Source: an optimization exercise on an open RTL-to-GDS flow (aim: small area, a short achievable clock period and few clock cycles). Production flows keep margins and buffers that such runs may drop.
Function was checked by simulation only, so behaviour that the tests miss may differ from the original.
No activity file was given, so power comes from the tool's default toggle rates.

==> design.v <==
module FSM_controller(reset, s, load, rep, w_nx, rep_nx, start);
    input reset, s, load, rep;
    output w_nx, rep_nx, start;
    assign w_nx = ~reset & ~(s & ~load);
    assign rep_nx = ~reset & s & ~load;
    assign start = ~reset & ((s & load) | rep);
endmodule
module ALU(g, t, ci, wc, cmp, creg, freg, res, out, f);
    input [15:0] g, t, creg;
    input ci, wc, cmp;
    input [2:0] freg;
    output [15:0] res, out;
    output [2:0] f;
    localparam [15:0] CINV = 16'b0000_0000_1111_0010;
    wire [15:0] c;
    carries cy(.g(g), .t(t), .ci(ci), .c(c));
    wire [15:0] x = t & ~g;
    wire [15:0] r0 = x ^ CINV;
    wire [15:0] r1 = ~x ^ CINV;
    csel16 sres(.c(c), .d0(r0), .d1(r1), .y(res));
    wire [15:0] o0 = wc ? r0 : creg;
    wire [15:0] o1 = wc ? r1 : creg;
    csel16 sout(.c(c), .d0(o0), .d1(o1), .y(out));
    wire z = cmp ? &x : freg[2];
    wire n0 = cmp ? x[15] : freg[1];
    wire n1 = cmp ? ~x[15] : freg[1];
    wire v00 = cmp ? (x[15] ^ x[7]) : freg[0];
    wire v11 = cmp ? ~(x[15] ^ x[7]) : freg[0];
    wire n, v;
    csel1 sn(.c(c[15]), .d0(n0), .d1(n1), .y(n));
    csel4 sv(.c1(c[15]), .c0(c[7]), .d00(v11), .d01(v00), .d10(v00), .d11(v11), .y(v));
    assign f = {z, n, v};
endmodule
module csel16(c, d0, d1, y);
    input [15:0] c, d0, d1;
    output [15:0] y;
    assign y = (c & d1) | (~c & d0);
endmodule
module csel1(c, d0, d1, y);
    input c, d0, d1;
    output y;
    assign y = (c & d1) | (~c & d0);
endmodule
module csel4(c1, c0, d00, d01, d10, d11, y);
    input c1, c0, d00, d01, d10, d11;
    output y;
    reg y;
    always @(*)
        case ({c1, c0})
            2'b00: y = d00;
            2'b01: y = d01;
            2'b10: y = d10;
            default: y = d11;
        endcase
endmodule
module pfx_n(gh, th, gl, tl, ng, nt);
    input gh, th, gl, tl;
    output ng, nt;
    assign ng = ~(gh | (th & gl));
    assign nt = ~(th & tl);
endmodule
module pfx_ng(gh, th, gl, ng);
    input gh, th, gl;
    output ng;
    assign ng = ~(gh | (th & gl));
endmodule
module pfx_p(ngh, nth, ngl, ntl, g, t);
    input ngh, nth, ngl, ntl;
    output g, t;
    assign g = ~(ngh & (nth | ngl));
    assign t = ~(nth | ntl);
endmodule
module pfx_pg(ngh, nth, ngl, g);
    input ngh, nth, ngl;
    output g;
    assign g = ~(ngh & (nth | ngl));
endmodule
module carries(g, t, ci, c);
    input [15:0] g, t;
    input ci;
    output [15:0] c;
    wire [15:0] g0 = {g[14:0], ci};
    wire [15:0] t0 = {t[14:0], 1'b0};
    wire [15:0] g1, t1, g2, t2, g3, t3, g4;    
    genvar i;
    generate
        for (i = 0; i < 16; i = i + 1) begin : l1
            if (i >= 2) begin : nd
                pfx_n u(.gh(g0[i]), .th(t0[i]), .gl(g0[i-1]), .tl(t0[i-1]), .ng(g1[i]), .nt(t1[i]));
            end else if (i == 1) begin : ng
                pfx_ng u(.gh(g0[i]), .th(t0[i]), .gl(g0[i-1]), .ng(g1[i]));
                assign t1[i] = 1'b1;
            end else begin : pass
                assign g1[i] = ~g0[i];
                assign t1[i] = 1'b1;
            end
        end
        for (i = 0; i < 16; i = i + 1) begin : l2
            if (i >= 4) begin : nd
                pfx_p u(.ngh(g1[i]), .nth(t1[i]), .ngl(g1[i-2]), .ntl(t1[i-2]), .g(g2[i]), .t(t2[i]));
            end else if (i >= 2) begin : ng
                pfx_pg u(.ngh(g1[i]), .nth(t1[i]), .ngl(g1[i-2]), .g(g2[i]));
                assign t2[i] = 1'b0;
            end else begin : pass
                assign g2[i] = ~g1[i];
                assign t2[i] = 1'b0;
            end
        end
        for (i = 0; i < 16; i = i + 1) begin : l3
            if (i >= 8) begin : nd
                pfx_n u(.gh(g2[i]), .th(t2[i]), .gl(g2[i-4]), .tl(t2[i-4]), .ng(g3[i]), .nt(t3[i]));
            end else if (i >= 4) begin : ng
                pfx_ng u(.gh(g2[i]), .th(t2[i]), .gl(g2[i-4]), .ng(g3[i]));
                assign t3[i] = 1'b1;
            end else begin : pass
                assign g3[i] = ~g2[i];
                assign t3[i] = 1'b1;
            end
        end
        for (i = 8; i < 16; i = i + 1) begin : l4
            pfx_pg u(.ngh(g3[i]), .nth(t3[i]), .ngl(g3[i-8]), .g(g4[i]));
        end
    endgenerate
    assign c = {g4[15:8], g3[7:4], g2[3:2], g1[1], g0[0]};
endmodule
module shifter (in, shift, sout);
    input [15:0] in;
    input [1:0] shift;
    output [15:0] sout;
    reg [15:0] sout;
    always @(*) begin
        case (shift)
            2'b00: sout = in;                   
            2'b01: sout = {in[14:0], 1'b0};     
            2'b10: sout = {1'b0, in[15:1]};     
            default: sout = {in[15], in[15:1]};  
        endcase
    end
endmodule
module regfile(we, wa, wd, r0, r1, r2, r3, r4, r5, r6, r7, n0, n1, n2, n3, n4, n5, n6, n7);
    input we;
    input [2:0] wa;
    input [15:0] wd;
    input [15:0] r0, r1, r2, r3, r4, r5, r6, r7;
    output [15:0] n0, n1, n2, n3, n4, n5, n6, n7;
    assign n0 = (we && wa == 3'd0) ? wd : r0;
    assign n1 = (we && wa == 3'd1) ? wd : r1;
    assign n2 = (we && wa == 3'd2) ? wd : r2;
    assign n3 = (we && wa == 3'd3) ? wd : r3;
    assign n4 = (we && wa == 3'd4) ? wd : r4;
    assign n5 = (we && wa == 3'd5) ? wd : r5;
    assign n6 = (we && wa == 3'd6) ? wd : r6;
    assign n7 = (we && wa == 3'd7) ? wd : r7;
endmodule
module readport(sel, d0, d1, d2, d3, d4, d5, d6, d7, q);
    input [2:0] sel;
    input [15:0] d0, d1, d2, d3, d4, d5, d6, d7;
    output [15:0] q;
    wire [7:0] oh;
    dec3to8 dec(.sel(sel), .oh(oh));
    ohmux om(.oh(oh), .d0(d0), .d1(d1), .d2(d2), .d3(d3), .d4(d4), .d5(d5), .d6(d6), .d7(d7), .q(q));
endmodule
module dec3to8(sel, oh);
    input [2:0] sel;
    output [7:0] oh;
    assign oh = 8'b1 << sel;
endmodule
module ohmux(oh, d0, d1, d2, d3, d4, d5, d6, d7, q);
    input [7:0] oh;
    input [15:0] d0, d1, d2, d3, d4, d5, d6, d7;
    output [15:0] q;
    assign q = ({16{oh[0]}} & d0) | ({16{oh[1]}} & d1) | ({16{oh[2]}} & d2) | ({16{oh[3]}} & d3) |
               ({16{oh[4]}} & d4) | ({16{oh[5]}} & d5) | ({16{oh[6]}} & d6) | ({16{oh[7]}} & d7);
endmodule
module instruction_decoder(ins, start, wr, wc, cmp, ci, arith, andop, movi, inv, rd);
    input [15:0] ins;
    input start;
    output wr, wc, cmp, ci, arith, andop, movi, inv;
    output [2:0] rd;
    wire [2:0] opcode = ins[15:13];
    wire [1:0] op = ins[12:11];
    wire alu  = (opcode == 3'b101);
    wire mov  = (opcode == 3'b110);
    wire movr = mov && (op == 2'b00);
    wire iscmp = alu && (op == 2'b01);
    assign movi = mov && (op == 2'b10);
    assign wr  = start & (movi | movr | (alu & ~iscmp));
    assign wc  = start & (movr | (alu & ~iscmp));
    assign cmp = start & iscmp;
    assign andop = alu && (op == 2'b10);
    assign ci  = iscmp;
    assign arith = alu && (op[1] == 1'b0);    
    assign inv = alu && op[0];            
    assign rd = movi ? ins[10:8] : ins[7:5];
endmodule
module insmux(rep, in, ir, q);
    parameter n = 16;
    input rep;
    input [n-1:0] in, ir;
    output [n-1:0] q;
    assign q = rep ? ir : in;
endmodule
module datapath(a, b, imm, arith, andop, movi, inv, g, t);
    input [15:0] a, b;
    input [7:0] imm;
    input arith, andop, movi, inv;
    output [15:0] g, t;
    wire [15:0] bx = b ^ {16{inv}};
    wire [15:0] sx = {{8{imm[7]}}, imm};
    wire [15:0] k1 = (a | {16{~andop}}) & {16{~movi}};
    wire [15:0] k0 = (a & {16{arith}}) | (sx & {16{movi}});
    assign g = a & bx & {16{arith}};
    assign t = (bx & k1) | k0;
endmodule
module cpu(clk, reset, s, load, in, out, N, V, Z, w);
    input clk, reset, s, load;
    input [15:0] in;
    output [15:0] out;
    output N, V, Z, w;
    reg w, rep;
    reg [15:0] ir;
    wire w_nx, rep_nx, start;
    FSM_controller ctl(.reset(reset), .s(s), .load(load), .rep(rep),
                       .w_nx(w_nx), .rep_nx(rep_nx), .start(start));
    always @(posedge clk) begin
        w <= w_nx;
        rep <= rep_nx;
        if (load) ir <= in;
    end
    wire [15:0] ins;
    wire [2:0] rn, rm;
    wire [1:0] sh;
    insmux #(16) mi(.rep(rep), .in(in), .ir(ir), .q(ins));
    insmux #(3) mn(.rep(rep), .in(in[10:8]), .ir(ir[10:8]), .q(rn));
    insmux #(3) mm(.rep(rep), .in(in[2:0]), .ir(ir[2:0]), .q(rm));
    insmux #(2) ms(.rep(rep), .in(in[4:3]), .ir(ir[4:3]), .q(sh));
    wire wr1, wc1, cmp1, ci1, arith, andop, movi, inv;
    wire [2:0] rd1;
    instruction_decoder dec(.ins(ins), .start(start), .wr(wr1), .wc(wc1), .cmp(cmp1),
                            .ci(ci1), .arith(arith), .andop(andop), .movi(movi), .inv(inv),
                            .rd(rd1));
    reg [15:0] r0, r1, r2, r3, r4, r5, r6, r7;
    wire [15:0] n0, n1, n2, n3, n4, n5, n6, n7;
    reg wr2;
    reg [2:0] rd2;
    wire [15:0] res;
    regfile rf(.we(wr2), .wa(rd2), .wd(res),
               .r0(r0), .r1(r1), .r2(r2), .r3(r3), .r4(r4), .r5(r5), .r6(r6), .r7(r7),
               .n0(n0), .n1(n1), .n2(n2), .n3(n3), .n4(n4), .n5(n5), .n6(n6), .n7(n7));
    always @(posedge clk) begin
        r0 <= n0; r1 <= n1; r2 <= n2; r3 <= n3;
        r4 <= n4; r5 <= n5; r6 <= n6; r7 <= n7;
    end
    wire [15:0] a, braw, b;
    readport pa(.sel(rn), .d0(n0), .d1(n1), .d2(n2), .d3(n3), .d4(n4), .d5(n5), .d6(n6), .d7(n7), .q(a));
    readport pb(.sel(rm), .d0(n0), .d1(n1), .d2(n2), .d3(n3), .d4(n4), .d5(n5), .d6(n6), .d7(n7), .q(braw));
    shifter shf(.in(braw), .shift(sh), .sout(b));
    wire [15:0] g1, t1;
    datapath dp(.a(a), .b(b), .imm(ins[7:0]), .arith(arith), .andop(andop), .movi(movi), .inv(inv),
                .g(g1), .t(t1));
    reg [15:0] g2, t2, creg;
    reg ci2, wc2, cmp2;
    reg [2:0] freg;
    wire [15:0] out_nx;
    wire [2:0] f_nx;
    always @(posedge clk) begin
        g2 <= g1;
        t2 <= t1;
        ci2 <= ci1;
        wr2 <= wr1;
        wc2 <= wc1;
        cmp2 <= cmp1;
        rd2 <= rd1;
        creg <= out_nx;
        freg <= f_nx;
    end
    ALU alu(.g(g2), .t(t2), .ci(ci2), .wc(wc2), .cmp(cmp2), .creg(creg), .freg(freg),
            .res(res), .out(out_nx), .f(f_nx));
    assign out = out_nx;
    assign {Z, N, V} = f_nx;
endmodule
==> flow/run.sh <==
#!/bin/bash
# Standard synthesis; every combinational cell set to its family's smallest
# size (flow/downsize.tcl); then the standard layout with port buffers of a
# stronger cell and sizing not held to each cell's footprint, whose timing
# repair sizes up what the timing needs.
set -euo pipefail
bash standard.sh synth > synth.log 2>&1
openroad -no_init -exit flow/downsize.tcl > downsize.log 2>&1
touch orfs/results/sky130hd/cpu/base/1_synth.sdc
bash standard.sh MATCH_CELL_FOOTPRINT=0 'BUFFER_PORTS_ARGS=-buffer_cell sky130_fd_sc_hd__buf_4' finish > layout.log 2>&1
==> flow/downsize.tcl <==
# Sets every combinational cell of the synthesized netlist to the smallest
# cell of its family (same function and pins); flip-flops and clock cells
# are left as they are. The layout's timing repair then sizes up what the
# timing needs.
set odb orfs/results/sky130hd/cpu/base/1_synth.odb
read_db $odb
set db [ord::get_db]
set block [ord::get_db_block]
set n 0
set saved 0
foreach inst [$block getInsts] {
  set m [$inst getMaster]
  set name [$m getName]
  if {![regexp {^(sky130_fd_sc_hd__[a-z0-9]+)_([0-9]+)$} $name -> fam sz]} { continue }
  if {[regexp {__(df|dl|sdf|edf|clk|probe|lpflow|conb|tap|fill|decap)} $fam]} { continue }
  set best $m
  set ba [expr {[$m getWidth] * [$m getHeight]}]
  foreach s {0 1 2 3 4 6 8 12 16} {
    set c [$db findMaster ${fam}_$s]
    if {$c eq "NULL" || $c eq ""} { continue }
    set a [expr {[$c getWidth] * [$c getHeight]}]
    if {$a < $ba} { set best $c; set ba $a }
  }
  if {$best ne $m} {
    set saved [expr {$saved + [$m getWidth] * [$m getHeight] - $ba}]
    $inst swapMaster $best
    incr n
  }
}
puts "downsized $n cells, [expr {$saved / 1e6}] um2"
write_db $odb
==> standard.sh <==
#!/bin/bash
# synth_recipe.tcl (not shown) runs the flow's synth.tcl, then flattens the netlist and writes it again
# the make line also repeats each setting of config.mk as NAME=value (left out here)
make -C /OpenROAD-flow-scripts/flow DESIGN_CONFIG=/design/flow/config.mk WORK_HOME=/design/flow/orfs CLKGATE_MAP_FILE= SYNTH_SCRIPT=/design/flow/synth_recipe.tcl "${@:-finish}"
==> config.mk <==
export PLATFORM = sky130hd
export DESIGN_NAME = cpu
export DESIGN_NICKNAME = cpu
export VERILOG_FILES = /design/flow/design.v
export SDC_FILE = /design/flow/constraint.sdc
export NUM_CORES = 4
export LEC_CHECK = 0
export CAP_MARGIN = 20
export CORE_MARGIN = 2
export CORE_UTILIZATION = 40
export CTS_CLUSTER_DIAMETER = 120
export CTS_CLUSTER_SIZE = 25
export SETUP_SLACK_MARGIN = 2.0
export SLEW_MARGIN = 20
export SYNTH_HIERARCHICAL = 1
export SYNTH_MINIMUM_KEEP_SIZE = 0
==> constraint.sdc <==
create_clock -name core_clock -period 5.5 [get_ports {clk}]
set_input_delay 1.1000 -clock core_clock [delete_from_list [all_inputs] [get_ports {clk}]]
set_output_delay 1.1000 -clock core_clock [all_outputs]
set_load 0.01 [all_outputs]
==> results by group, run 1 <==
Clock network
  – CTS H-tree depth: 1
  – CTS Root Cell: clkbuf_16
  – # hold bufs at CTS: 0
  – CTS tree: built
  – Setup repair bufs after CTS: 0
  – Worst-path clk slew: roughly 0.1 ns
  – Maximum root-to-sink buffer count: 3
  – TritonCTS buffer count: 12
  – Worst-Skew Late Latency: 0.49 ns
  – TritonCTS Sinks: around 200

Finish
  – Multi-input gate area: 0.00553 mm^2
  – Layout area overhead: 10.6%
  – Fillcell total: between 2000 and 2500
  – Register area: about 0.0042 mm^2
  – Commonest non-fill, non-tap cell in the layout: dfxtp_1
  – Share of cells above drive strength 1: 26.5%
  – NumNets Final: a little over 1000
  – Diode count: 0
  – Design Area, Final: 0.0111 mm^2
  – Highest-count cells in the layout ignoring fill and taps: dfxtp_1 (186), mux2_2 (156), a22oi_1 (129)

STA
  – Slew Limit Fails: 0
  – Fin crit period: between 3 and 4 ns
  – Worst hold slack: about 0.48 ns
  – Worst-Margin Slew: 0.991 ns
  – Normalized max-slew margin: around a third
  – Tcrit/Tclk final: 61.6%
  – # setup viols final: 0
  – TNS Setup: 0 ns
  – Fmax: around 300 MHz
  – RSZ-0062 raised after global routing: true
  – Clock Skews: 0.0237 ns
  – Final Hold Vio Count: 0

Synthesis
  – Syn Nets: about 1000
  – Mapped Cells: approximately 1000
  – Synth Area per Inst: roughly 10 um^2
  – Cell Area, Synth: 0.00999 mm^2
  – Ys Warns: 9

Floorplanning
  – Initial Util: roughly two fifths
  – Rows: 57
  – Die area: approximately 0.026 mm^2
  – Die height: 162 um
  – Total core area: about 0.024 mm^2
  – Boundary Pins: 40
  – Chip Width: between 150 and 200 um

Detailed routing
  – WL/cell: 20.7 um
  – DRC violations left: 0
  – Vias: roughly 7700
  – Starting DRT DRC Count: approximately 630
  – DR vias/cell: about 6
  – DR pass1 iterations: 7
  – Remaining antenna violation count: 0
  – Drt total wl: roughly 27000 um

Power
  – VDD IR-drop max: ~0.00016 V
  – Total chip power: slightly below 3 mW
  – P_leak: roughly 4.2 nW
  – Pwr Density: between 200 and 300 mW/mm^2

Run status
  – Status: complete, no violations

Global route
  – GRT Total Usage: between 20% and 30%
  – Initial antenna violation count: 0
  – Total grt overflow: 0
  – Global-route wire length before repair: roughly 43000 um
  – Largest net degree at the start of global routing: between 40 and 50
  – Vias in the first global route: between 7000 and 8000

Min path
  – Worst Hold End: freg[2]
  – Hold crit path type: flop to flop
  – Hold Crit Depth: 2
  – Hold path start: freg[2]

Job
  – Reported max-cap violation count: 0

Critical path
  – Worst setup SP type: flop
  – Worst r2r dst: t2[15]
  – Setup Crit Path Kind: flop to output port
  – Cells on worst reg2reg path: 12
  – Worst r2r src: t2[1]
  – Slowest stage delay, CP: around 0.49 ns
  – Crit path DAT: between 2 and 2.5 ns
  – Crit path max fanout: 6
  – FF-to-FF setup slack: roughly 2.2 ns
  – Critical Path RT: roughly 4.4 ns
  – Slowest cell on crit path: mux4_2
  – Crit end category: output port
  – Worst-path cell chain: nor2b_2 -> xnor2_1 -> mux2_2 -> mux4_2 -> buf_4

Placed design
  – Final HPWL DP: between 15000 and 20000 um
  – IO buf count: 39
  – RePlAce Congestion: roughly 0.87
  – DP Area: 0.0106 mm^2
## flip-flops by register name (all words and copies together) (netlist names)
signal	count
r6	16
r4	16
ci2	1
r7	16
cmp2	1
rep	1
r2	16
w	1
creg	16
wc2	1
rd2	3
r0	16
r3	16
g2	16
t2	16
ir	16
r5	16
r1	16
wr2	1
freg	3
## worst max-delay path: cells and delay by family (launching register included)
family | cells | cell delay [ns]
buf+inv | 1 | 0.16
mux | 2 | 0.78
flops | 1 | 0.39
simple gates | 1 | 0.33
xor+xnor | 1 | 0.14
## report_power, final
group / switching, mW / internal, mW
logic: 0.206 / 0.137
clock network: 0.518 / 0.442
registers: 0.0315 / 1.56
## cell type report
| cell class | count | share of cell area [%] |
|---|---|---|
| clock buffer | 15 | 3.01 |
| clock inverter | 2 | 0.226 |
| inverter | 24 | 0.815 |
| multi-input combinational | 691 | 50.0 |
| sequential | 204 | 38.4 |
| tap | 324 | 3.67 |
| timing repair buffer | 56 | 3.80 |
## metal layers
layer / vias up / GRT usage, % / part of all wire [%]
li1: 3668 / - / -
met2: 241 / 32.8 / 45
met3: 62 / 2.43 / 5.2
met5: - / 0 / 0
met1: 3768 / 28.9 / 47
met4: 0 / 7.44 / 2.7
## worst max-delay path by stage
stage,slack (ns),cells after the start,start,to
after floorplan,2.32,9,rep,t2[7]
after global placement,1.64,12,ci2,t2[15]
after detailed placement,1.63,12,ci2,t2[15]
after CTS,2.01,5,ci2,V
after global routing,1.95,12,t2[1],t2[15]
final,2.11,5,t2[7],V
## per-stage QoR
step	util [%]	setup slack [ns]	std cells
2_1_floorplan	-	2.32	999
3_3_place_gp	43.4	1.64	1299
3_5_place_dp	43.4	1.63	1299
4_1_cts	45.0	2.01	1316
5_1_grt	45.3	1.95	1316
6_report	45.3	2.11	1316
## what timing repair did
action | 4_1_cts | 5_1_grt
resized for setup | 7 | 28
endpoints found under the hold margin | 0 | 0
setup endpoints to repair | 17 | 22
Testbench counts, summed over its fixed seeds: cycles 6,000.
==> inputs of run 2 (changes only) <==
--- a/config.mk
+++ b/config.mk
@@ -11,5 +11,5 @@
 export CTS_CLUSTER_DIAMETER = 120
 export CTS_CLUSTER_SIZE = 25
-export SETUP_SLACK_MARGIN = 2.0
+export SETUP_SLACK_MARGIN = 2.6
 export SLEW_MARGIN = 20
 export SYNTH_HIERARCHICAL = 1
==> run 2 against run 1 <==
  * Still clean
  * Register-to-register slack improved by 0.05 ns
  * Critical path depth increased by 2
  * Sequential cell count unchanged
  * Final cell count increased by 5.1%
  * Highest routed layer unchanged
==> results by group, run 2 <==
Finish
  – Share of cells above drive strength 1: a little under half
  – Layout area overhead: 28.2%
  – Diode count: 0
  – Fillcell total: around 2200
  – Final core occ: 52.5%
  – Fin cells: roughly 1400
  – NumNets Final: ~1100
  – Design Area, Final: about 0.013 mm^2
  – Commonest non-fill, non-tap cell in the layout: dfxtp_1
  – Highest-count cells in the layout ignoring fill and taps: dfxtp_1 (160), mux2_2 (119), a22oi_1 (90)

Min path
  – Hold crit path type: flop to flop

Floorplanning
  – Chip Width: between 150 and 200 um
  – Initial Util: about two fifths
  – Rows: 57
  – Boundary Pins: 40
  – Die height: 162 um
  – Die area: approximately 0.026 mm^2
  – Total core area: about 0.024 mm^2

Critical path
  – Crit end category: output port
  – Worst setup SP type: flop
  – Setup Crit Path Kind: flop to output port
  – Critical Path RT: approximately 4.4 ns
  – Crit path DAT: 2.15 ns
  – Crit path max fanout: 4

Clock network
  – CTS tree: built
  – Worst-path clk slew: 0.10 ns
  – Maximum root-to-sink buffer count: 3
  – Worst-Skew Late Latency: 0.48 ns
  – TritonCTS Sinks: 204
  – CTS H-tree depth: 1
  – TritonCTS buffer count: 12
  – CTS Root Cell: clkbuf_16

Detailed routing
  – Vias: roughly 8200
  – DR vias/cell: approximately 5.9
  – DRC violations left: 0
  – Starting DRT DRC Count: 666
  – DR pass1 iterations: 5
  – Drt total wl: slightly above 30000 um
  – WL/cell: about 22 um
  – Remaining antenna violation count: 0

Global route
  – Vias in the first global route: a little over 8000
  – Global-route wire length before repair: between 40000 and 50000 um
  – Initial antenna violation count: 0
  – Largest net degree at the start of global routing: 33
  – GRT Total Usage: a little over a fifth
  – Total grt overflow: 0

STA
  – Clock Skews: 0.0237 ns
  – Worst-Margin Slew: 0.974 ns
  – Fin crit period: 3.25 ns
  – Tcrit/Tclk final: 59.2%
  – Slew Limit Fails: 0
  – Final Hold Vio Count: 0
  – Fmax: between 300 and 400 MHz
  – Normalized max-slew margin: 35.1%
  – TNS Setup: 0 ns
  – RSZ-0062 raised after global routing: true
  – # setup viols final: 0

Synthesis
  – Mapped Cells: around 1000
  – Syn Nets: 1019
  – Ys Warns: 9
  – Cell Area, Synth: roughly 0.01 mm^2
  – Synth Area per Inst: between 9 and 10 um^2

Run status
  – Status: complete, no violations

Job
  – Reported max-cap violation count: 0

Power
  – Gate power share: between 10 and 15%
  – Sw frac: a little over a quarter
  – P_leak: between 4 and 5 nW
  – VDD IR-drop max: 0.000166 V
  – Psw: 0.791 mW
  – P_int: roughly 2.2 mW
  – Total chip power: ~3.0 mW
  – Seq pwr share: a little over half
  – Clock share of power: 32.2%
  – Pwr Density: ~230 mW/mm^2

Placed design
  – Final HPWL DP: approximately 18000 um
  – IO buf count: 39
  – Post-Place Cells: approximately 1300
  – DP Area: 0.0106 mm^2
  – RePlAce Congestion: slightly below 0.9
run 2: cell count changes in the layout (fill, tap and decap cells not counted), sizes merged:
cell,delta
buf,+65
inv,-3
clkinv,+1
clkbuf,+3
clkinvlp,+1
run 2: per-layer routing:
layer  vias up  part of all wire, %  track usage [%]
met2       240                   46             36.2
met5         -                    0                0
met1      4053                   46             29.4
met3        76                  5.2             3.80
met4         0                  3.1             7.24
li1       3793                    -                -
run 2: power by group through the flow:
stage                     Sequential, mW  Clock, mW  Combinational [mW]
after floorplan                     1.61          0               0.229
after global placement              1.62          0               0.332
after detailed placement            1.62          0               0.337
after CTS                           1.59      0.979               0.383
after global routing                1.61       1.04               0.443
final                               1.60      0.958               0.419
run 2: area by class of cell:
cell class	instances	area, um^2	share of cell area [%]
multi-input combinational	691	6470	50.5
clock inverter	1	30.0	0.235
tap	324	405	3.17
clock buffer	15	333	2.60
inverter	24	96.3	0.752
sequential	204	4310	33.7
timing repair buffer	124	1160	9.03
run 2: worst paths after layout:
kind | startpoint | end | slack, ns | cells past startpoint
max reg2reg | t2[9] | t2[9] | 2.26 | 14
min | freg[2] | freg[2] | 0.46 | 2
min reg2reg | freg[2] | freg[2] | 0.46 | 2
max | t2[14] | N | 2.25 | 7
run 2: worst max-delay path, stage by stage (launching register included):
cell	delay (ns)
dfxtp_1	0.43
nand2_1	0.12
nor2_1	0.22
nand2_1	0.14
o21ai_4	0.23
buf_6	0.13
mux2_4	0.29
buf_6	0.12
run 2: stage by stage:
stage	setup WS [ns]	hold WS [ns]
6_report	2.25	0.456
5_1_grt	2.15	0.496
4_1_cts	2.28	0.460
3_5_place_dp	1.77	0.447
3_3_place_gp	1.82	0.446
2_1_floorplan	2.57	0.454
run 2: what timing repair did:
action | in CTS | in global routing
resized for setup | 251 | 130
endpoints found under the setup margin | 51 | 49
pin swaps | 60 | 44
setup buffers | 38 | 26
hold buffers | 0 | 0
gates cloned | 3 | 1
==> inputs of run 3 (changes only) <==
--- a/config.mk
+++ b/config.mk
@@ -11,5 +11,5 @@
 export CTS_CLUSTER_DIAMETER = 120
 export CTS_CLUSTER_SIZE = 25
-export SETUP_SLACK_MARGIN = 2.6
+export SETUP_SLACK_MARGIN = 2.4
 export SLEW_MARGIN = 20
 export SYNTH_HIERARCHICAL = 1
==> run 3 against run 2 <==
  * Hold slack improved by 0.020 ns
  * Sequential cell count unchanged
  * Via count decreased by 2.7%
  * Utilization fell by 3.6 points
  * Clock skew rose by 0.00068 ns
  * Die area did not move
  * Clock power rose by 0.7%
  * Synthesized cell count unchanged
  * Synthesized area did not move
  * Register-to-register slack gained 0.11 ns
  * Wire length decreased by 4.4%
  * Sequential power is essentially flat
  * Critical path type unchanged
  * Highest routed layer unchanged
==> results by group, run 3 <==
Detailed routing
  – Remaining antenna violation count: 0
  – WL/cell: about 22 um
  – DRC violations left: 0
  – Drt total wl: about 29000 um
  – DR pass1 iterations: 5
  – Starting DRT DRC Count: around 600
  – DR vias/cell: 5.91
  – Vias: 7945

Critical path
  – Crit end category: output port
  – Critical Path RT: 4.40 ns
  – Crit path max fanout: 4
  – Crit path DAT: about 2.1 ns
  – Crit path max-delay family: multiplexers
  – Worst setup SP type: flop
  – Slowest stage delay, CP: ~0.57 ns
  – Crit path buf inv count: 1
  – Setup Crit Path Kind: flop to output port
  – Slowest cell on crit path: mux4_2
  – Worst-path cell chain: a21oi_2 -> o21ai_2 -> a21oi_4 -> mux4_2 -> buf_6

Global route
  – GRT Total Usage: roughly a fifth
  – Global-route wire length before repair: ~43000 um
  – Total grt overflow: 0
  – Largest net degree at the start of global routing: just under 50
  – Initial antenna violation count: 0
  – Vias in the first global route: ~7600

Finish
  – Highest-count cells in the layout ignoring fill and taps: dfxtp_1 (165), mux2_2 (146), a22oi_1 (117)
  – Share of cells above drive strength 1: ~40%
  – Commonest non-fill, non-tap cell in the layout: dfxtp_1
  – Fin cells: around 1300
  – Diode count: 0
  – NumNets Final: 1038
  – Layout area overhead: 19.5%
  – Fillcell total: ~2200

Clock network
  – CTS tree: built
  – TritonCTS Sinks: about 200
  – CTS Root Cell: clkbuf_16
  – Worst-Skew Late Latency: 0.50 ns
  – CTS H-tree depth: 1
  – Maximum root-to-sink buffer count: 3
  – TritonCTS buffer count: 12
  – Worst-path clk slew: about 0.09 ns

STA
  – RSZ-0062 raised after global routing: true
  – Fin crit period: approximately 3.2 ns
  – # setup viols final: 0
  – Slew Limit Fails: 0
  – Worst-Margin Slew: slightly above 1 ns
  – Normalized max-slew margin: between 30% and 40%
  – Clock Skews: ~0.024 ns
  – TNS Setup: 0 ns
  – Fmax: roughly 310 MHz
  – Tcrit/Tclk final: about 59%
  – Final Hold Vio Count: 0

Floorplanning
  – Rows: 57
  – Boundary Pins: 40
  – Chip Width: around 160 um
  – Die area: roughly 0.026 mm^2
  – Total core area: roughly 0.024 mm^2
  – Die height: around 160 um
  – Initial Util: 41.0%

Synthesis
  – Mapped Cells: between 900 and 1000
  – Cell Area, Synth: approximately 0.010 mm^2
  – Syn Nets: approximately 1000
  – Ys Warns: 9
  – Synth Area per Inst: about 10 um^2

Placed design
  – Final HPWL DP: 18500 um
  – Post-Place Cells: 1300
  – RePlAce Congestion: roughly 0.90
  – IO buf count: 39

Power
  – VDD IR-drop max: 0.000146 V
  – P_leak: about 4.5 nW
  – Pwr Density: 246 mW/mm^2

Run status
  – Status: complete, no violations

Min path
  – Hold crit path type: flop to flop

Job
  – Reported max-cap violation count: 0
-- run 3: worst paths after layout --
check,cells past startpoint,to,slack (ns),from
setup / recovery,5,V,2.26,t2[6]
hold / removal,2,freg[2],0.48,freg[2]
setup reg to reg,13,t2[5],2.37,t2[0]
hold reg to reg,2,freg[2],0.48,freg[2]
-- run 3: layer usage --
| metal | vias to the layer above | GRT usage [%] | wire, um | part of all wire, % |
|---|---|---|---|---|
| met5 | - | 0 | 0 | 0 |
| met4 | 0 | 5.11 | 711 | 2.4 |
| met3 | 53 | 3.47 | 1820 | 6.3 |
| met2 | 245 | 35.2 | 13500 | 46 |
| met1 | 3922 | 28.0 | 13100 | 45 |
| li1 | 3725 | - | - | - |
-- run 3: worst register-to-register path: stages, from the launching register on --
cell	delay [ns]
dfxtp_4	0.38
a21oi_4	0.21
buf_6	0.14
inv_4	0.04
a21oi_4	0.21
buf_4	0.15
mux2_4	0.35
mux2_1	0.35
a22oi_1	0.19
nand4_1	0.24
mux2i_1	0.21
o21ai_1	0.09
xnor2_1	0.16
o311ai_1	0.30
-- run 3: cell type report --
class,count,area (um^2),share of cell area (%)
flip-flops and latches,204,4300,36.0
clock inverters,2,27.5,0.231
clock buffers,15,333,2.79
multi-input cells,691,6040,50.6
repair buffers,85,737,6.17
inverters,24,96.3,0.807
well taps,324,405,3.40
-- run 3: power by group --
part           switching [mW]  internal (mW)  total, mW
registers              0.0371           1.56       1.59
logic                   0.218          0.163      0.382
clock network           0.524          0.441      0.965
-- run 3: repair_timing --
action | 4_1_cts | 5_1_grt
setup endpoints to repair | 46 | 42
pin swaps | 12 | 43
buffers inserted | 12 | 15
gates resized for setup | 101 | 140
hold buffers | 0 | 0
cloned | 0 | 1
hold endpoints to repair | 0 | 0
-- run 3: stage by stage --
stage / total power, mW / utilization (%) / instance area, um^2 / hold slack [ns] / setup WS (ns)
floorplan: 1.84 / - / 10000 / 0.454 / 2.43
global placement: 1.95 / 43.5 / 10600 / 0.450 / 1.73
detailed placement: 1.96 / 43.5 / 10600 / 0.448 / 1.68
global route: 3.05 / 48.9 / 11900 / 0.496 / 2.22
CTS: 2.93 / 46.5 / 11300 / 0.458 / 2.27
finish: 2.94 / 48.9 / 11900 / 0.476 / 2.26
==> inputs of run 4 (changes only) <==
--- a/config.mk
+++ b/config.mk
@@ -11,5 +11,5 @@
 export CTS_CLUSTER_DIAMETER = 120
 export CTS_CLUSTER_SIZE = 25
-export SETUP_SLACK_MARGIN = 2.4
+export SETUP_SLACK_MARGIN = 2.3
 export SLEW_MARGIN = 20
 export SYNTH_HIERARCHICAL = 1
==> run 4 against run 3 <==
  * Clock skew up 0.0012 ns
  * Fmax up 0.77%
  * Clock power down 0.6%
  * Critical path depth up 1
  * First-iteration DRC count up 13%
  * Global-route usage about the same
  * Utilization down 2.3 points
  * Synthesized cell count unchanged
  * Via count down 1.2%
==> results by group, run 4 <==
Placed design
  – RePlAce Congestion: around 0.87
  – IO buf count: 39
  – DP Area: 0.0106 mm^2
  – Post-Place Cells: between 1000 and 1500
  – Final HPWL DP: between 15000 and 20000 um

Min path
  – Hold path start: freg[2]
  – Worst Hold End: freg[2]
  – Hold crit path type: flop to flop
  – Hold Crit Depth: 2

STA
  – Fin crit period: between 3 and 4 ns
  – Tcrit/Tclk final: 58.5%
  – Fmax: 311 MHz
  – RSZ-0062 raised after global routing: true
  – Slew Limit Fails: 0
  – # setup viols final: 0
  – Clock Skews: approximately 0.026 ns
  – Final Hold Vio Count: 0
  – Worst-Margin Slew: between 0.9 and 1 ns
  – TNS Setup: 0 ns
  – Worst hold slack: 0.464 ns
  – Normalized max-slew margin: between 30% and 40%

Critical path
  – CP dominant cell by count: nand2_1
  – Cells on worst reg2reg path: 13
  – Worst-path cell chain: nand2_1 -> nor2_1 -> nand2_1 -> o21ai_4 -> mux2_1 -> buf_4
  – FF-to-FF setup slack: between 2 and 2.5 ns
  – Crit path max fanout: 4
  – Worst r2r src: t2[4]
  – Worst setup SP type: flop
  – Crit path buf inv count: 1
  – Worst r2r dst: t2[8]
  – Crit end category: output port
  – Critical Path RT: between 4 and 5 ns
  – Crit path DAT: ~2.1 ns
  – Slowest cell on crit path: dfxtp_1
  – Setup Crit Path Kind: flop to output port
  – Slowest stage delay, CP: about 0.4 ns
  – Crit path max-delay family: simple AND/OR/NAND/NOR gates

Synthesis
  – Syn Nets: between 1000 and 1500
  – Ys Warns: 9
  – Mapped Cells: 999
  – Cell Area, Synth: about 0.01 mm^2
  – Synth Area per Inst: 10.0 um^2

Power
  – Clock share of power: about a third
  – P_leak: between 4 and 5 nW
  – Pwr Density: 255 mW/mm^2
  – Psw: around 0.76 mW
  – Sw frac: around a quarter
  – Gate power share: roughly an eighth
  – VDD IR-drop max: about 0.00016 V
  – P_int: ~2.1 mW
  – Seq pwr share: a little over half

Global route
  – Global-route wire length before repair: 43200 um
  – Largest net degree at the start of global routing: 49
  – GRT Total Usage: a little over a fifth
  – Vias in the first global route: 7533
  – Initial antenna violation count: 0
  – Total grt overflow: 0

Floorplanning
  – Die area: 0.0263 mm^2
  – Initial Util: roughly two fifths
  – Boundary Pins: 40
  – Rows: 57
  – Die height: ~160 um
  – Total core area: 0.0244 mm^2
  – Chip Width: 162 um

Detailed routing
  – DR pass1 iterations: 5
  – Vias: around 7800
  – Remaining antenna violation count: 0
  – DRC violations left: 0
  – WL/cell: roughly 21 um
  – Starting DRT DRC Count: just under 700
  – DR vias/cell: just under 6
  – Drt total wl: ~28000 um

Clock network
  – TritonCTS Sinks: about 200
  – # hold bufs at CTS: 0
  – Worst-Skew Late Latency: between 0.4 and 0.5 ns
  – TritonCTS buffer count: 12
  – Worst-path clk slew: about 0.090 ns
  – CTS H-tree depth: 1
  – CTS Root Cell: clkbuf_16
  – Maximum root-to-sink buffer count: 3
  – CTS tree: built

Finish
  – Share of cells above drive strength 1: ~33%
  – Layout area overhead: 13.9%
  – NumNets Final: between 1000 and 1500
  – Fin cells: approximately 1300
  – Design Area, Final: approximately 0.011 mm^2
  – Diode count: 0
  – Commonest non-fill, non-tap cell in the layout: dfxtp_1
  – Highest-count cells in the layout ignoring fill and taps: dfxtp_1 (171), mux2_2 (153), a22oi_1 (129)

Job
  – Reported max-cap violation count: 0

Run status
  – Status: complete, no violations
==> run 4: area by class of cell <==
type                       count  area [um^2]
fill                        2288        13000
inverter                      24         90.1
timing repair buffer          69          526
clock buffer                  15          333
tap                          324          405
sequential                   204         4270
clock inverter                 2         25.0
multi-input combinational    691         5730
==> run 4: power by group through the flow <==
stage / Clock [mW] / Combinational (mW) / Sequential, mW
floorplan: 0 / 0.226 / 1.61
global placement: 0 / 0.330 / 1.62
detailed placement: 0 / 0.336 / 1.62
CTS: 0.988 / 0.342 / 1.59
global route: 1.04 / 0.383 / 1.60
finish: 0.959 / 0.356 / 1.59
==> run 4: worst max path at each step <==
| stage | startpoint | end | slack, ns | cells after the start |
|---|---|---|---|---|
| after floorplan | rep | t2[7] | 2.32 | 9 |
| after global placement | ci2 | t2[15] | 1.64 | 12 |
| after detailed placement | ci2 | t2[15] | 1.63 | 12 |
| after CTS | ci2 | V | 2.25 | 5 |
| after global routing | t2[4] | out[13] | 2.21 | 6 |
| final | t2[11] | out[12] | 2.28 | 6 |
==> run 4: worst min-delay path, stage by stage (launching register included) <==
cell and delay [ns]:
dfxtp_1 0.32, nand2_1 0.06, o41ai_2 0.06
==> run 4: timing repair <==
action                     CTS  global route
resized for setup           51            70
setup endpoints to repair   38            34
buffers inserted             7             6
cloned                       0             0
pin swaps                    5            17
==> run 4: metrics by stage <==
| stage | setup slack, ns | util, % | power [mW] |
|---|---|---|---|
| 2_1_floorplan | 2.32 | - | 1.84 |
| 3_5_place_dp | 1.63 | 43.4 | 1.96 |
| 6_report | 2.28 | 46.7 | 2.91 |
| 4_1_cts | 2.25 | 45.7 | 2.92 |
| 3_3_place_gp | 1.64 | 43.4 | 1.95 |
| 5_1_grt | 2.21 | 46.7 | 3.02 |
==> run 4: per-layer routing <==
layer  wire length, um  up-vias  GRT usage (%)
li1                  -     3693              -
met1             13000     3822           29.3
met2             12400      270           33.4
met3              1490       62           2.20
met4               802        0           7.48
met5                 0        -              0
==> inputs of run 5 (changes only) <==
--- a/config.mk
+++ b/config.mk
@@ -11,5 +11,5 @@
 export CTS_CLUSTER_DIAMETER = 120
 export CTS_CLUSTER_SIZE = 25
-export SETUP_SLACK_MARGIN = 2.3
+export SETUP_SLACK_MARGIN = 2.1
 export SLEW_MARGIN = 20
 export SYNTH_HIERARCHICAL = 1
==> run 5 against run 4 <==
  * Fmax shrank 2.5%
  * Via count shrank 1.8%
  * Global-route usage shrank 0.19 points
  * Sequential cell count is the same
  * Count of clock-buffer cells in the layout did not move
  * Utilization decreased by 1.3 points
  * Power fell by 0.45%
  * Combinational power decreased by 3%
  * Final cell count down 0.98%
  * First-iteration DRC count fell by 5.9%
  * Cell area fell by 2.7%
  * Critical endpoint is now out[15]
  * Largest cell class unchanged
  * Highest routed layer unchanged
==> results by group, run 5 <==
Run status
  – Status: complete, no violations

Critical path
  – Critical Path RT: 4.40 ns
  – Crit end category: output port
  – Beginning of the critical path: t2[5]
  – Crit path DAT: roughly 2.2 ns
  – Setup Crit Path Kind: flop to output port
  – Crit path buf inv count: 1
  – Slowest cell on crit path: dfxtp_1
  – Slowest stage delay, CP: roughly 0.41 ns
  – Crit path max-delay family: flip-flops
  – Worst r2r src: rep
  – FF-to-FF setup slack: approximately 2.3 ns
  – Cells on worst reg2reg path: 9
  – Worst-path cell chain: nand2_1 -> nor2_1 -> a21oi_4 -> o21ai_2 -> mux2_1 -> buf_4
  – Crit path max fanout: 5
  – Worst r2r dst: t2[1]
  – Worst setup SP type: flop

Finish
  – Fin cells: between 1000 and 1500
  – Final core occ: roughly 45%
  – Highest-count cells in the layout ignoring fill and taps: dfxtp_1 (186), mux2_2 (160), a22oi_1 (129)
  – Design Area, Final: about 0.011 mm^2
  – Share of cells above drive strength 1: between 20% and 30%
  – Diode count: 0
  – Layout area overhead: 10.8%
  – NumNets Final: approximately 1000
  – Commonest non-fill, non-tap cell in the layout: dfxtp_1

STA
  – Fmax: 303 MHz
  – RSZ-0062 raised after global routing: true
  – TNS Setup: 0 ns
  – Worst-Margin Slew: about 1.0 ns
  – Fin crit period: 3.30 ns
  – Clock Skews: about 0.023 ns
  – Tcrit/Tclk final: 60.0%
  – Worst hold slack: a little under 0.5 ns
  – Slew Limit Fails: 0
  – Normalized max-slew margin: 33.5%
  – Final WS setup: about 2.2 ns
  – # setup viols final: 0
  – Final Hold Vio Count: 0

Clock network
  – TritonCTS Sinks: just over 200
  – CTS H-tree depth: 1
  – Worst-path clk slew: ~0.10 ns
  – # hold bufs at CTS: 0
  – CTS Root Cell: clkbuf_16
  – Setup repair bufs after CTS: 0
  – Worst-Skew Late Latency: about 0.49 ns
  – TritonCTS buffer count: 12
  – CTS tree: built
  – Maximum root-to-sink buffer count: 3

Synthesis
  – Syn Nets: ~1000
  – Ys Warns: 9
  – Mapped Cells: roughly 1000
  – Cell Area, Synth: approximately 0.01 mm^2
  – Synth Area per Inst: roughly 10 um^2

Detailed routing
  – DR vias/cell: 5.85
  – DRC violations left: 0
  – Met3 wire length: between 1000 and 1500 um
  – Starting DRT DRC Count: approximately 640
  – WL met2: around 12000 um
  – WL/cell: between 20 and 25 um
  – Remaining antenna violation count: 0
  – Met1 WL: approximately 13000 um
  – DR pass1 iterations: 5
  – Top Layer Used: met4
  – Drt total wl: 27200 um
  – Vias: about 7700

Floorplanning
  – Chip Width: about 160 um
  – Initial Util: slightly above 40%
  – Total core area: approximately 0.024 mm^2
  – Boundary Pins: 40
  – Die height: 162 um
  – Die area: 0.0263 mm^2
  – Rows: 57

Job
  – Reported max-cap violation count: 0

Power
  – Clock share of power: 33.2%
  – Gate power share: 11.9%
  – Pwr Density: between 200 and 300 mW/mm^2
  – Total chip power: between 2 and 3 mW
  – Sw frac: 26.1%
  – P_leak: between 4 and 5 nW
  – Psw: approximately 0.76 mW
  – Seq pwr share: 54.9%
  – VDD IR-drop max: roughly 0.00016 V
  – P_int: 2.14 mW

Placed design
  – IO buf count: 39
  – Final HPWL DP: approximately 18000 um
  – Dpl ws: around 1.6 ns
  – Post-Place Cells: roughly 1300
  – DP Area: ~0.011 mm^2
  – RePlAce Congestion: a little under 0.9

Global route
  – Vias in the first global route: around 7400
  – Total grt overflow: 0
  – GRT Total Usage: between 20 and 25%
  – Global-route wire length before repair: about 43000 um
  – Initial antenna violation count: 0
  – Largest net degree at the start of global routing: between 40 and 50

Min path
  – Hold path start: freg[2]
  – Worst Hold End: freg[2]
  – Hold crit path type: flop to flop
  – Hold Crit Depth: 2
## run 5: worst min-delay path, stage by stage, from the launching register on
cell and delay (ns):
dfxtp_1 0.32, nand2_1 0.05, o41ai_1 0.07
## run 5: worst max path at each step
stage,endpoint,slack [ns],depth (start not counted)
6_report,out[15],2.20,6
5_1_grt,t2[12],2.03,12
4_1_cts,t2[15],2.10,12
3_5_place_dp,t2[15],1.63,12
3_3_place_gp,t2[15],1.64,12
2_1_floorplan,t2[7],2.32,9
## run 5: area by class of cell
type	count	area, um^2
inverter	24	90.1
sequential	204	4250
clock inverter	2	25.0
multi-input combinational	691	5550
fill	2318	13300
clock buffer	15	333
tap	324	405
timing repair buffer	56	420
## run 5: power by group through the flow
stage / Clock [mW] / Combinational, mW / Sequential (mW)
detailed placement: 0 / 0.336 / 1.62
floorplan: 0 / 0.226 / 1.61
finish: 0.960 / 0.345 / 1.59
CTS: 0.988 / 0.338 / 1.59
global placement: 0 / 0.330 / 1.62
global route: 1.04 / 0.372 / 1.60
## run 5: layer usage
layer	track usage (%)	vias to the layer above
li1	-	3663
met1	29.0	3760
met2	33.0	220
met5	0	-
met4	7.24	0
met3	2.43	59
## run 5: repair_timing
item,4_1_cts,5_1_grt
pin swaps,0,1
setup endpoints to repair,22,31
gates resized for setup,12,33
==> inputs of run 6 (changes only) <==
--- a/config.mk
+++ b/config.mk
@@ -11,6 +11,7 @@
 export CTS_CLUSTER_DIAMETER = 120
 export CTS_CLUSTER_SIZE = 25
-export SETUP_SLACK_MARGIN = 2.1
+export SETUP_SLACK_MARGIN = 2.2
 export SLEW_MARGIN = 20
 export SYNTH_HIERARCHICAL = 1
 export SYNTH_MINIMUM_KEEP_SIZE = 0
+export TNS_END_PERCENT = 5
==> run 6 against run 5 <==
  * Utilization grew 0.38 points
  * Still clean
  * Non-clock buffer count grew 3
  * Register-to-register slack gained 0.09 ns
  * Synthesized area is the same
  * Final cell count grew 0.23%
  * Largest cell class unchanged
==> results by group, run 6 <==
Clock network
  – Worst-path clk slew: ~0.1 ns
  – CTS tree: built
  – Worst-Skew Late Latency: just under 0.5 ns
  – TritonCTS buffer count: 12
  – # hold bufs at CTS: 0
  – CTS Root Cell: clkbuf_16
  – TritonCTS Sinks: 204
  – Maximum root-to-sink buffer count: 3
  – CTS H-tree depth: 1

STA
  – Fin crit period: about 3.3 ns
  – Final Hold Vio Count: 0
  – # setup viols final: 0
  – TNS Setup: 0 ns
  – Normalized max-slew margin: between 30% and 40%
  – Clock Skews: between 0.02 and 0.03 ns
  – Tcrit/Tclk final: 59.7%
  – Fmax: slightly above 300 MHz
  – Slew Limit Fails: 0
  – RSZ-0062 raised after global routing: true
  – Worst-Margin Slew: about 1 ns

Critical path
  – Cells on worst reg2reg path: 11
  – Crit path DAT: 2.18 ns
  – FF-to-FF setup slack: between 2 and 2.5 ns
  – Beginning of the critical path: ci2
  – Worst r2r src: ci2
  – Worst setup SP type: flop
  – Critical Path RT: 4.40 ns
  – Crit end category: output port
  – Crit path max fanout: 5
  – Setup crit end: V
  – Worst r2r dst: t2[7]
  – Setup Crit Path Kind: flop to output port

Detailed routing
  – Remaining antenna violation count: 0
  – WL/cell: between 20 and 25 um
  – Vias: between 7000 and 8000
  – DRC violations left: 0
  – DR vias/cell: 5.91
  – Drt total wl: between 20000 and 30000 um
  – Starting DRT DRC Count: about 600
  – DR pass1 iterations: 5

Job
  – Reported max-cap violation count: 0

Power
  – Seq pwr share: around 55%
  – Sw frac: about a quarter
  – Gate power share: a little under an eighth
  – Clock share of power: approximately a third
  – P_leak: roughly 4.2 nW
  – Total chip power: 2.90 mW
  – Psw: approximately 0.76 mW
  – VDD IR-drop max: around 0.00016 V
  – Pwr Density: 260 mW/mm^2
  – P_int: between 2 and 2.5 mW

Finish
  – Commonest non-fill, non-tap cell in the layout: dfxtp_1
  – Diode count: 0
  – Highest-count cells in the layout ignoring fill and taps: dfxtp_1 (182), mux2_2 (156), a22oi_1 (129)
  – Layout area overhead: 11.7%
  – Share of cells above drive strength 1: roughly 29%
  – NumNets Final: 1012

Min path
  – Hold crit path type: flop to flop
  – Hold Crit Depth: 2

Synthesis
  – Cell Area, Synth: around 0.01 mm^2
  – Synth Area per Inst: between 9 and 10 um^2
  – Ys Warns: 9
  – Syn Nets: slightly above 1000
  – Mapped Cells: between 900 and 1000

Placed design
  – RePlAce Congestion: roughly 0.87
  – IO buf count: 39
  – Final HPWL DP: between 15000 and 20000 um

Floorplanning
  – Total core area: approximately 0.024 mm^2
  – Chip Width: about 160 um
  – Die area: approximately 0.026 mm^2
  – Rows: between 50 and 60
  – Boundary Pins: 40
  – Initial Util: between 40 and 50%
  – Die height: between 150 and 200 um

Run status
  – Status: complete, no violations

Global route
  – Vias in the first global route: approximately 7500
  – GRT Total Usage: 20.7%
  – Global-route wire length before repair: 42800 um
  – Total grt overflow: 0
  – Initial antenna violation count: 0
  – Largest net degree at the start of global routing: 49
==> run 6: worst min path at each step <==
stage,start,end,slack (ns)
global route,r2[15],r2[15],0.51
floorplan,r0[14],r0[14],0.45
CTS,freg[2],freg[2],0.48
detailed placement,freg[2],freg[2],0.45
finish,freg[2],freg[2],0.48
global placement,freg[2],freg[2],0.46
==> run 6: power by group through the flow <==
stage / clock network (mW) / registers [mW] / logic (mW)
4_1_cts: 0.988 / 1.59 / 0.339
3_3_place_gp: 0 / 1.62 / 0.330
5_1_grt: 1.04 / 1.60 / 0.376
3_5_place_dp: 0 / 1.62 / 0.336
2_1_floorplan: 0 / 1.61 / 0.226
6_report: 0.963 / 1.59 / 0.349
==> run 6: per-layer routing <==
metal | up-vias | share of wire, % | track usage, % | wire length (um)
li1 | 3678 | - | - | -
met1 | 3779 | 46 | 29.0 | 12600
met2 | 278 | 45 | 33.2 | 12400
met3 | 57 | 6.3 | 2.45 | 1740
met4 | 0 | 2.7 | 7.44 | 748
met5 | - | 0 | 0 | 0
==> run 6: what timing repair did <==
action / CTS / global route
pin swaps: 0 / 8
buffers inserted: 0 / 3
gates resized for setup: 27 / 42
hold endpoints to repair: 0 / 0
endpoints found under the setup margin: 29 / 37
==> run 6: final cells by class <==
class,count,area [um^2]
fillers,2310,13200
multi-input cells,691,5610
flip-flops and latches,204,4250
repair buffers,59,443
well taps,324,405
clock buffers,15,333
inverters,24,90.1
clock inverters,2,25.0
==> run 6: critical path: stages (launching register included) <==
cell     delay, ns
dfxtp_2       0.38
a21oi_4       0.24
o21ai_4       0.12
a21oi_4       0.24
mux4_2        0.56
buf_4         0.16
==> run 6: through the flow <==
| step | instances | util (%) | hold WS [ns] | cell area, um^2 | setup WS, ns |
|---|---|---|---|---|---|
| 2_1_floorplan | 999 | - | 0.454 | 9990 | 2.32 |
| 3_3_place_gp | 1299 | 43.4 | 0.458 | 10600 | 1.64 |
| 3_5_place_dp | 1299 | 43.4 | 0.453 | 10600 | 1.63 |
| 4_1_cts | 1316 | 45.3 | 0.482 | 11000 | 2.17 |
| 5_1_grt | 1319 | 45.8 | 0.513 | 11200 | 2.13 |
| 6_report | 1319 | 45.8 | 0.480 | 11200 | 2.22 |
==> inputs of run 7 (changes only) <==
--- a/config.mk
+++ b/config.mk
@@ -15,3 +15,2 @@
 export SYNTH_HIERARCHICAL = 1
 export SYNTH_MINIMUM_KEEP_SIZE = 0
-export TNS_END_PERCENT = 5
==> run 7 against run 6 <==
  * Final cell count rose by 0.45%
  * Die area did not move
  * Hold slack barely moved
  * Clock skew fell by 0.0041 ns
  * First-iteration DRC count rose by 16%
  * Sequential power barely moved
  * Fmax rose by 1.6%
  * Utilization rose by 0.38 points
  * Sequential share of layout area fell by 0.23 points
  * Critical endpoint unchanged
  * Highest routed layer unchanged
==> results by group, run 7 <==
Critical path
  – Cells on worst reg2reg path: 12
  – Slowest stage delay, CP: between 0.4 and 0.5 ns
  – Worst r2r dst: t2[10]
  – Worst-path cell chain: nor2b_4 -> xnor2_1 -> mux2_2 -> mux4_2 -> buf_4
  – Crit path max fanout: 8
  – Setup Crit Path Kind: flop to output port
  – Worst setup SP type: flop
  – Worst r2r src: t2[4]
  – Crit path DAT: between 2 and 2.5 ns
  – Slowest cell on crit path: mux4_2
  – Critical Path RT: 4.40 ns
  – FF-to-FF setup slack: 2.32 ns
  – Crit end category: output port

Synthesis
  – Ys Warns: 9
  – Cell Area, Synth: about 0.010 mm^2
  – Syn Nets: 1019
  – Synth Area per Inst: 10.0 um^2
  – Mapped Cells: around 1000

Floorplanning
  – Rows: 57
  – Chip Width: 162 um
  – Initial Util: 41.0%
  – Boundary Pins: 40
  – Die area: about 0.026 mm^2
  – Total core area: ~0.024 mm^2
  – Die height: around 160 um

Clock network
  – Worst-Skew Late Latency: approximately 0.48 ns
  – TritonCTS buffer count: 12
  – CTS Root Cell: clkbuf_16
  – CTS tree: built
  – CTS H-tree depth: 1
  – TritonCTS Sinks: 204
  – Maximum root-to-sink buffer count: 3
  – # hold bufs at CTS: 0
  – Worst-path clk slew: roughly 0.10 ns

Detailed routing
  – Starting DRT DRC Count: roughly 700
  – Top Layer Used: met4
  – WL/cell: approximately 21 um
  – Met1 WL: 12800 um
  – DR vias/cell: about 6
  – Drt total wl: about 28000 um
  – Remaining antenna violation count: 0
  – DR pass1 iterations: 5
  – WL met2: between 10000 and 15000 um
  – Vias: just under 8000
  – Met3 wire length: between 1500 and 2000 um
  – DRC violations left: 0

Job
  – Reported max-cap violation count: 0

STA
  – Clock Skews: between 0.02 and 0.025 ns
  – Worst-Margin Slew: ~0.99 ns
  – Worst hold slack: about 0.48 ns
  – Slew Limit Fails: 0
  – Normalized max-slew margin: between 30 and 40%
  – RSZ-0062 raised after global routing: true
  – TNS Setup: 0 ns
  – Tcrit/Tclk final: around 59%
  – Final Hold Vio Count: 0
  – Fmax: approximately 310 MHz
  – Fin crit period: 3.23 ns
  – # setup viols final: 0

Global route
  – Initial antenna violation count: 0
  – GRT Total Usage: between 20% and 30%
  – Largest net degree at the start of global routing: 49
  – Vias in the first global route: between 7000 and 8000
  – Global-route wire length before repair: about 43000 um
  – Total grt overflow: 0

Placed design
  – IO buf count: 39
  – RePlAce Congestion: a little under 0.9
  – Final HPWL DP: 18400 um
  – DP Area: 0.0106 mm^2

Finish
  – Fillcell total: about 2300
  – Highest-count cells in the layout ignoring fill and taps: dfxtp_1 (178), mux2_2 (155), a22oi_1 (129)
  – Layout area overhead: 12.7%
  – Commonest non-fill, non-tap cell in the layout: dfxtp_1
  – Diode count: 0
  – Share of cells above drive strength 1: 30.7%
  – NumNets Final: approximately 1000
  – Design Area, Final: 0.0113 mm^2

Power
  – P_leak: 4.22 nW
  – Pwr Density: 258 mW/mm^2
  – Psw: around 0.76 mW
  – Clock share of power: between 30% and 40%
  – Seq pwr share: 54.8%
  – Gate power share: about an eighth
  – Sw frac: between 20% and 30%
  – P_int: 2.14 mW
  – VDD IR-drop max: 0.000160 V

Min path
  – Worst Hold End: freg[2]
  – Hold crit path type: flop to flop
  – Hold Crit Depth: 2
  – Hold path start: freg[2]

Run status
  – Status: complete, no violations
## run 7: worst max-delay path by stage
| stage | startpoint | endpoint | slack (ns) | depth (start not counted) |
|---|---|---|---|---|
| final | t2[15] | V | 2.27 | 5 |
| after global routing | t2[4] | t2[10] | 2.13 | 12 |
| after CTS | g2[0] | t2[12] | 2.20 | 12 |
| after detailed placement | ci2 | t2[15] | 1.63 | 12 |
| after global placement | ci2 | t2[15] | 1.64 | 12 |
| after floorplan | rep | t2[7] | 2.32 | 9 |
## run 7: per-layer routing
layer	global-route usage, %	vias up
li1	-	3678
met5	0	-
met4	7.44	0
met2	33.2	254
met3	2.45	65
met1	29.0	3823
## run 7: metrics by stage
stage	cells	util [%]	setup WS (ns)	total power, mW
global route	1325	46.1	2.13	3.01
CTS	1318	45.4	2.20	2.92
detailed placement	1299	43.4	1.63	1.96
global placement	1299	43.4	1.64	1.95
finish	1325	46.1	2.27	2.90
floorplan	999	-	2.32	1.84
## run 7: power by group through the flow
| stage | combinational (mW) | clock [mW] | sequential, mW |
|---|---|---|---|
| final | 0.352 | 0.959 | 1.59 |
| after floorplan | 0.226 | 0 | 1.61 |
| after detailed placement | 0.336 | 0 | 1.62 |
| after CTS | 0.339 | 0.988 | 1.59 |
| after global placement | 0.330 | 0 | 1.62 |
| after global routing | 0.379 | 1.04 | 1.60 |
## run 7: timing repair
action	CTS	global route
resized for setup	30	58
buffers inserted	2	7
setup endpoints to repair	29	38
pin swaps	3	15
endpoints found under the hold margin	0	0
## run 7: area by class of cell
class	instances	area [um^2]	area share [%]
Multi-Input combinational cell	691	5650	50.2
Clock inverter	2	25.0	0.222
Sequential cell	204	4260	37.9
Tap cell	324	405	3.60
Clock buffer	15	333	2.96
Inverter	24	90.1	0.800
Timing Repair Buffer	65	492	4.37
## run 7: worst max-delay path: cells and delay by family (launching register included)
family | cells | cell delay [ns]
xor gates and xnor gates | 1 | 0.11
muxes | 2 | 0.77
and+or+nand+nor | 1 | 0.27
DFF | 1 | 0.33
buffers and inverters | 1 | 0.16
==> inputs of run 8 (changes only) <==
--- a/config.mk
+++ b/config.mk
@@ -8,5 +8,5 @@
 export CAP_MARGIN = 20
 export CORE_MARGIN = 2
-export CORE_UTILIZATION = 40
+export CORE_UTILIZATION = 50
 export CTS_CLUSTER_DIAMETER = 120
 export CTS_CLUSTER_SIZE = 25
==> run 8 against run 7 <==
  * Largest power group unchanged
  * Sequential share of layout area is 0.10 points higher
  * Via count up 0.72%
  * Non-clock buffer count did not move
  * Clock power is essentially flat
  * Register-to-register slack lost 0.03 ns
  * First-iteration DRC count shrank 1.3%
  * Die area shrank 20%
  * Cell area decreased by 0.27%
  * Sequential cell count unchanged
  * Power about the same
  * Critical path depth is 1 higher
  * Fmax is 1.0% lower
==> results by group, run 8 <==
STA
  – Worst-Margin Slew: between 1 and 1.5 ns
  – Slew Limit Fails: 0
  – # setup viols final: 0
  – Fmax: about 300 MHz
  – Fin crit period: between 3 and 4 ns
  – Worst hold slack: approximately 0.49 ns
  – Tcrit/Tclk final: 59.3%
  – Final WS setup: 2.24 ns
  – Final Hold Vio Count: 0
  – Clock Skews: between 0.02 and 0.03 ns
  – Normalized max-slew margin: between 20 and 30%
  – RSZ-0062 raised after global routing: true
  – TNS Setup: 0 ns

Finish
  – Commonest non-fill, non-tap cell in the layout: dfxtp_1
  – NumNets Final: 1018
  – Diode count: 0
  – Highest-count cells in the layout ignoring fill and taps: dfxtp_1 (180), mux2_2 (155), a22oi_1 (129)
  – Design Area, Final: 0.0112 mm^2
  – Fin cells: 1265
  – Fillcell total: 1744
  – Share of cells above drive strength 1: 29.9%
  – Final core occ: 57.5%
  – Layout area overhead: 12.4%

Min path
  – Hold path start: freg[2]
  – Worst Hold End: freg[2]
  – Hold Crit Depth: 2
  – Hold crit path type: flop to flop

Clock network
  – TritonCTS Sinks: approximately 200
  – CTS tree: built
  – # hold bufs at CTS: 0
  – TritonCTS buffer count: 12
  – Worst-Skew Late Latency: between 0.4 and 0.5 ns
  – Worst-path clk slew: between 0.1 and 0.15 ns
  – CTS H-tree depth: 1
  – CTS Root Cell: clkbuf_16
  – Maximum root-to-sink buffer count: 3

Critical path
  – FF-to-FF setup slack: about 2.3 ns
  – Setup Crit Path Kind: flop to output port
  – Crit end category: output port
  – Worst setup SP type: flop
  – Crit path max fanout: 5
  – Crit path DAT: between 2 and 2.5 ns
  – Worst r2r src: t2[6]
  – Cells on worst reg2reg path: 12
  – Worst r2r dst: t2[10]
  – Critical Path RT: 4.40 ns

Power
  – Pwr Density: ~260 mW/mm^2
  – P_leak: roughly 4.2 nW
  – VDD IR-drop max: between 0.0002 and 0.00025 V
  – Total chip power: a little under 3 mW

Global route
  – Largest net degree at the start of global routing: 49
  – GRT Total Usage: between 20 and 30%
  – Initial antenna violation count: 0
  – Vias in the first global route: about 7500
  – Global-route wire length before repair: 43100 um
  – Total grt overflow: 0

Floorplanning
  – Die area: 0.0211 mm^2
  – Rows: 51
  – Total core area: 0.0195 mm^2
  – Chip Width: around 150 um
  – Boundary Pins: 40
  – Die height: ~150 um
  – Initial Util: a little over 50%

Placed design
  – RePlAce Congestion: 0.910
  – Post-Place Cells: ~1200
  – Final HPWL DP: between 15000 and 20000 um
  – DP Area: between 0.01 and 0.015 mm^2
  – Dpl ws: 1.71 ns
  – IO buf count: 39

Synthesis
  – Synth Area per Inst: 10.0 um^2
  – Mapped Cells: between 900 and 1000
  – Ys Warns: 9
  – Syn Nets: 1019
  – Cell Area, Synth: about 0.01 mm^2

Job
  – Reported max-cap violation count: 0

Detailed routing
  – Drt total wl: ~28000 um
  – DR pass1 iterations: 5
  – Top Layer Used: met4
  – DRC violations left: 0
  – WL met2: around 12000 um
  – Starting DRT DRC Count: between 600 and 700
  – Met3 wire length: around 2100 um
  – DR vias/cell: 6.23
  – Remaining antenna violation count: 0
  – WL/cell: approximately 22 um
  – Vias: roughly 7900
  – Met1 WL: 12900 um

Run status
  – Status: complete, no violations
run 8: worst max-delay path by stage:
stage / cells after the start / to / slack, ns / start
after floorplan: 9 / t2[7] / 2.32 / rep
final: 6 / out[12] / 2.24 / t2[2]
after global routing: 12 / t2[9] / 2.11 / t2[6]
after detailed placement: 12 / t2[15] / 1.71 / ci2
after global placement: 12 / t2[15] / 1.73 / ci2
after CTS: 6 / N / 2.18 / t2[2]
run 8: area by class of cell:
class | instances | area, um^2 | share of cell area (%)
clock inverters | 1 | 30.0 | 0.267
inverters | 24 | 90.1 | 0.802
multi-input cells | 691 | 5690 | 50.7
clock buffers | 15 | 333 | 2.96
well taps | 265 | 332 | 2.95
repair buffers | 65 | 492 | 4.38
flip-flops and latches | 204 | 4260 | 38.0
run 8: timing repair:
| item | 4_1_cts | 5_1_grt |
|---|---|---|
| resized for setup | 37 | 54 |
| setup endpoints to repair | 32 | 36 |
| setup buffers | 1 | 9 |
| pin swaps | 2 | 13 |
run 8: routing by layer:
metal | vias up | track usage (%)
met5 | - | 0
met4 | 0 | 8.73
met3 | 69 | 3.35
met2 | 295 | 40.6
met1 | 3829 | 37.0
li1 | 3683 | -
run 8: critical path, cell delays in order (launching register included):
cell,delay [ns]
dfxtp_4,0.40
nand2_1,0.14
nor2_2,0.24
a21oi_4,0.12
o21ai_2,0.25
mux2_1,0.38
buf_4,0.15
run 8: report_power, final:
part	internal, mW	switching (mW)	leakage [nW]	total [mW]
clock network	0.441	0.515	0.174	0.956
registers	1.56	0.0320	1.68	1.59
logic	0.144	0.212	2.38	0.356
total	2.14	0.759	4.24	2.90

## what the ideal ports hide
In the flow no input, the clock included, has a driving cell. The finished layouts below were timed again as built, in two steps. Step 1, drivers: a clkbuf_16 drives clk and a buf_2 each remaining input, both assumed. Step 2 adds t to the input delays and takes it off the output delays; t is the mean of the earliest and latest rising clock arrival at the registers after step 1. Input paths then give back, and output paths get back, about the clock's delay inside the block. Three values: ideal ports, drivers, drivers and shift; two values: the first two.
run | t, ns | slack for setup (ns) | worst slew at a driven data input, ns
run 1 | 0.523 | 2.115 / 2.067 / 1.773 | 0.04
run 2 | 0.511 | 2.246 / 2.202 / 2.053 | 0.05
run 3 | 0.530 | 2.259 / 2.213 / 2.086 | 0.04
run 4 | 0.522 | 2.283 / 2.237 / 2.084 | 0.04
run 5 | 0.524 | 2.202 / 2.155 / 1.769 | 0.04
run 6 | 0.524 | 2.219 / 2.172 / 1.867 | 0.04
run 7 | 0.524 | 2.271 / 2.223 / 2.069 | 0.04
run 8 | 0.516 | 2.237 / 2.192 / 1.906 | 0.04
After both steps setup and hold are still met in every run listed. The setup slack of run 5, which loses most, moves by -0.047 ns with the drivers and by -0.433 ns with both steps.
